Background: an optimization exercise with open tools, aiming at small area, a short achievable clock period and few clock cycles. Do not read the settings as production practice.
Function was checked by simulation only, so behaviour that the tests miss may differ from the original.

## HT_TOP
module HT_TOP(
    input clk,
    input rst_n,
    input in_valid,
    input [2:0] in_weight,
    input out_mode,
    output reg out_valid,
    output reg out_code
);
For scale: ~1000 cells after synthesis, ~150 flip-flops.
make LEC_CHECK=0 CAP_MARGIN=20 CORE_MARGIN=2 CORE_UTILIZATION=40 SETUP_SLACK_MARGIN=3.6 SLEW_MARGIN=20 finish   # period 6.0 ns
run.sh (not shown) runs the stock make flow with config.mk's settings and CLKGATE_MAP_FILE= SYNTH_SCRIPT=/design/flow/synth_recipe.tcl, a recipe that flattens the netlist after the stock synthesis.
The starting point passed the timing, DRC and antenna checks.
Testbench counts at the start, summed over its fixed seeds: cycles 17,157.
==> next run, changes <==
- ABC_AREA: unset -> 1
- PLACE_DENSITY: unset -> 0.8
=> Wire length went down by 12%; non-clock buffer count is lower by 34; design area drops by 7.3%; setup slack improves by 0.051 ns.
==> next run, changes <==
- CTS_CLUSTER_DIAMETER: unset -> 60
- CTS_CLUSTER_SIZE: unset -> 40
- PLACE_DENSITY: 0.8 -> unset
- SETUP_SLACK_MARGIN: 3.6 -> 3.95
Effect:
- The new run produced a clean layout
- via count grows by 3.2%
- non-clock buffer count grows by 48
- core utilization went up by 4.8 points
- final area rose by 11%
- global-route usage went up by 3.0 points
- flip-flop and latch count stays the same
- first-iteration DRC count falls by 17%
- hold slack gets worse by 0.026 ns
- wire length rose by 17%


The RTL this note starts from:
==> flow/design.v <==
module HT_TOP(
    input clk,
    input rst_n,
    input in_valid,
    input [2:0] in_weight,
    input out_mode,
    output reg out_valid,
    output reg out_code
);
function [3:0] add3(input [2:0] a, input [2:0] b);
    reg [2:0] g, p; reg [3:0] c;
    begin
        g = a & b; p = a ^ b;
        c[0] = 1'b0;
        c[1] = g[0];
        c[2] = g[1] | (p[1] & g[0]);
        c[3] = g[2] | (p[2] & g[1]) | (p[2] & p[1] & g[0]);
        add3 = {c[3], p ^ c[2:0]};
    end
endfunction
function [5:0] add6(input [5:0] a, input [5:0] b);
    reg [5:0] g, p, c;
    begin
        g = a & b; p = a ^ b;
        c[0] = 1'b0;
        c[1] = g[0];
        c[2] = g[1] | (p[1] & g[0]);
        c[3] = g[2] | (p[2] & g[1]) | (p[2] & p[1] & g[0]);
        c[4] = g[3] | (p[3] & g[2]) | (p[3] & p[2] & g[1]) | (p[3] & p[2] & p[1] & g[0]);
        c[5] = g[4] | (p[4] & g[3]) | (p[4] & p[3] & g[2]) | (p[4] & p[3] & p[2] & g[1])
             | (p[4] & p[3] & p[2] & p[1] & g[0]);
        add6 = p ^ c;
    end
endfunction
function ge3(input [2:0] a, input [2:0] b);
    reg [2:0] gt, lt;
    begin
        gt = a & ~b; lt = ~a & b;
        ge3 = ~(lt[2] | (~gt[2] & (lt[1] | (~gt[1] & lt[0]))));
    end
endfunction
function ge6(input [5:0] a, input [5:0] b);
    reg [5:0] gt, lt;
    begin
        gt = a & ~b; lt = ~a & b;
        ge6 = ~(lt[5] | (~gt[5] & (lt[4] | (~gt[4] & (lt[3] | (~gt[3] &
              (lt[2] | (~gt[2] & (lt[1] | (~gt[1] & lt[0]))))))))));
    end
endfunction
localparam IDLE = 2'd0, IN = 2'd1, MERGE = 2'd2, OUT = 2'd3;
reg [1:0] phase;
reg [2:0] cnt;
reg [2:0] cur;
reg       mode;
reg [5:0] w [0:7];
reg [4:0] m [0:7];
reg [5:0] S;               
reg [6:0] cr [0:4];        
reg [4:0] rootbit;         
reg       rb;              
wire in_phase = (phase != MERGE);
wire [2:0] k = (phase == IN) ? cnt : 3'd0;    
wire md = (phase == IN) ? mode : out_mode;
reg [4:0] leaf_m;
always @(*) begin
    leaf_m = 5'd0;
    if (!md) begin
        case (k)
            3'd4: leaf_m = 5'b00001;
            3'd5: leaf_m = 5'b00010;
            3'd6: leaf_m = 5'b00100;
            3'd7: leaf_m = 5'b01000;
            3'd3: leaf_m = 5'b10000;
            default: leaf_m = 5'd0;
        endcase
    end else begin
        case (k)
            3'd4: leaf_m = 5'b00001;
            3'd2: leaf_m = 5'b00010;
            3'd5: leaf_m = 5'b00100;
            3'd0: leaf_m = 5'b01000;
            3'd1: leaf_m = 5'b10000;
            default: leaf_m = 5'd0;
        endcase
    end
end
wire [5:0] x = {3'd0, in_weight};
wire [9:0] st, c;
genvar g;
generate
    for (g = 0; g < 8; g = g + 1) begin : cmp
        assign st[g] = (k > 7 - g) && ge3(w[g][2:0], in_weight);
        assign c[g]  = ge6(w[g], S);
    end
endgenerate
assign st[9:8] = 2'b11;
assign c[9:8]  = 2'b11;
wire [5:0] nw = in_phase ? x : S;
wire [4:0] nm = in_phase ? leaf_m : (m[0] | m[1]);
wire [5:0] wx [0:9];
wire [4:0] mx [0:9];
generate
    for (g = 0; g < 8; g = g + 1) begin : ext
        assign wx[g] = w[g];
        assign mx[g] = m[g];
    end
endgenerate
assign wx[8] = 6'h3f; assign wx[9] = 6'h3f;
assign mx[8] = 5'd0;  assign mx[9] = 5'd0;
wire [3:0] s_in_a = add3(in_weight, w[1][2:0]);
wire [3:0] s_in_b = add3(w[1][2:0], w[2][2:0]);
wire [5:0] s_m_a = add6(S, w[2]);
wire [5:0] s_m_b = add6(w[2], w[3]);
integer i;
always @(posedge clk) begin
    for (i = 0; i < 8; i = i + 1) begin
        if (in_phase) begin
            if (st[i]) begin
                w[i] <= wx[i];  m[i] <= mx[i];
            end else if (st[i+1]) begin
                w[i] <= nw;     m[i] <= nm;
            end else begin
                w[i] <= wx[i+1]; m[i] <= mx[i+1];
            end
        end else begin
            if (i > 0 && c[i+1]) begin
                w[i] <= wx[i+1]; m[i] <= mx[i+1];
            end else if (c[i+2]) begin
                w[i] <= nw;      m[i] <= nm;
            end else begin
                w[i] <= wx[i+2]; m[i] <= mx[i+2];
            end
        end
    end
    if (in_phase)
        S <= st[2] ? {2'd0, s_in_a} : {2'd0, s_in_b};
    else
        S <= c[3] ? s_m_a : s_m_b;
end
wire fuse = (phase == MERGE) && (cnt == 3'd5);
integer j;
always @(posedge clk) begin
    for (j = 0; j < 5; j = j + 1) begin
        if (phase == IDLE || phase == IN)
            cr[j] <= 7'd1;
        else if (phase == MERGE) begin
            if (m[0][j] | m[1][j])
                cr[j] <= {cr[j][5:0], m[0][j]};
            if (fuse)
                rootbit[j] <= ~((m[0][j] | m[1][j]) ^ c[2]);
        end else if (cur == j && !rb)
            cr[j] <= {1'b0, cr[j][6:1]};
    end
end
wire [6:0] ccur = cr[cur];
wire cempty = (ccur == 7'd1);
wire last = (ccur[6:1] == 6'd1);
wire empty0 = (cr[0] == 7'd1) && !(m[0][0] | m[1][0]);
always @(posedge clk or negedge rst_n) begin
    if (!rst_n) begin
        phase <= IDLE;
        out_valid <= 1'b0;
        out_code <= 1'b0;
    end else begin
        case (phase)
            IDLE: begin
                out_valid <= 1'b0;
                if (in_valid) phase <= IN;
            end
            IN: begin
                if (cnt == 3'd7) phase <= MERGE;
            end
            MERGE: begin
                if (fuse) begin
                    phase <= OUT;
                    out_valid <= 1'b1;
                    out_code <= ~((m[0][0] | m[1][0]) ^ c[2]);
                end
            end
            OUT: begin
                out_code <= rb ? rootbit[cur] : ccur[0];
                if ((rb ? cempty : last) && cur == 3'd4) phase <= IDLE;
            end
        endcase
    end
end
always @(posedge clk) begin
    case (phase)
        IDLE: begin
            cnt <= 3'd1;
            mode <= out_mode;
        end
        IN: cnt <= cnt + 3'd1;
        MERGE: begin
            cnt <= cnt + 3'd1;
            cur <= empty0 ? 3'd1 : 3'd0;
            rb <= empty0;
        end
        OUT: begin
            if (rb ? cempty : last) begin
                cur <= cur + 3'd1;
                rb <= 1'b1;
            end else
                rb <= 1'b0;
        end
    endcase
end
endmodule
make LEC_CHECK=0 CAP_MARGIN=20 CORE_MARGIN=2 CORE_UTILIZATION=50 SETUP_SLACK_MARGIN=3.9 SLEW_MARGIN=20 finish   # period 6.0 ns
The starting point completed without violations.
Testbench counts at the start, summed over its fixed seeds: cycles 16,645.
Then changed:
CORE_UTILIZATION = 40   (was 50)
SETUP_SLACK_MARGIN = 3.3   (was 3.9)
=>
- sequential share of layout area goes up by 6.8 points
- synthesized cell count is unchanged
- core utilization drops by 27 points
- die area increases by a quarter to a third
- worst setup slack got worse by 0.20 ns
- first-iteration DRC count falls by well over a third

[what the ideal ports hide]
How much do the figures lean on ideal ports? The routed layouts below were timed once more, with nothing changed but the port constraints.
Step 1, drivers: a clkbuf_16 drives clk and a buf_2 each remaining input, both assumed.
Step 2, shift: input delay + t, output delay - t, t = (earliest + latest rising clock arrival at the registers) / 2. This alone moves slack from input paths to output paths.
a / b / c = ideal / step 1 / step 2; a / b = the first two.
| run | t, ns | setup slack, ns | worst setup path at the end |
|---|---|---|---|
| the first run of note 1 | 0.469 | 3.621 / 3.621 / 3.621 | register to register |
| the second run of note 1 | 0.475 | 3.672 / 3.658 / 3.672 | register to register |
| the third run of note 1 | 0.476 | 3.839 / 3.793 / 3.859 | input to register |
| the first run of note 2 | 0.484 | 3.496 / 3.436 / 2.952 | input to register |
| the second run of note 2 | 0.472 | 3.300 / 3.305 / 2.834 | input to register |
After both steps every run listed still meets setup and hold. For the first run of note 2, which loses most, drivers alone change the setup slack by -0.060 ns; drivers and shift together by -0.544 ns.
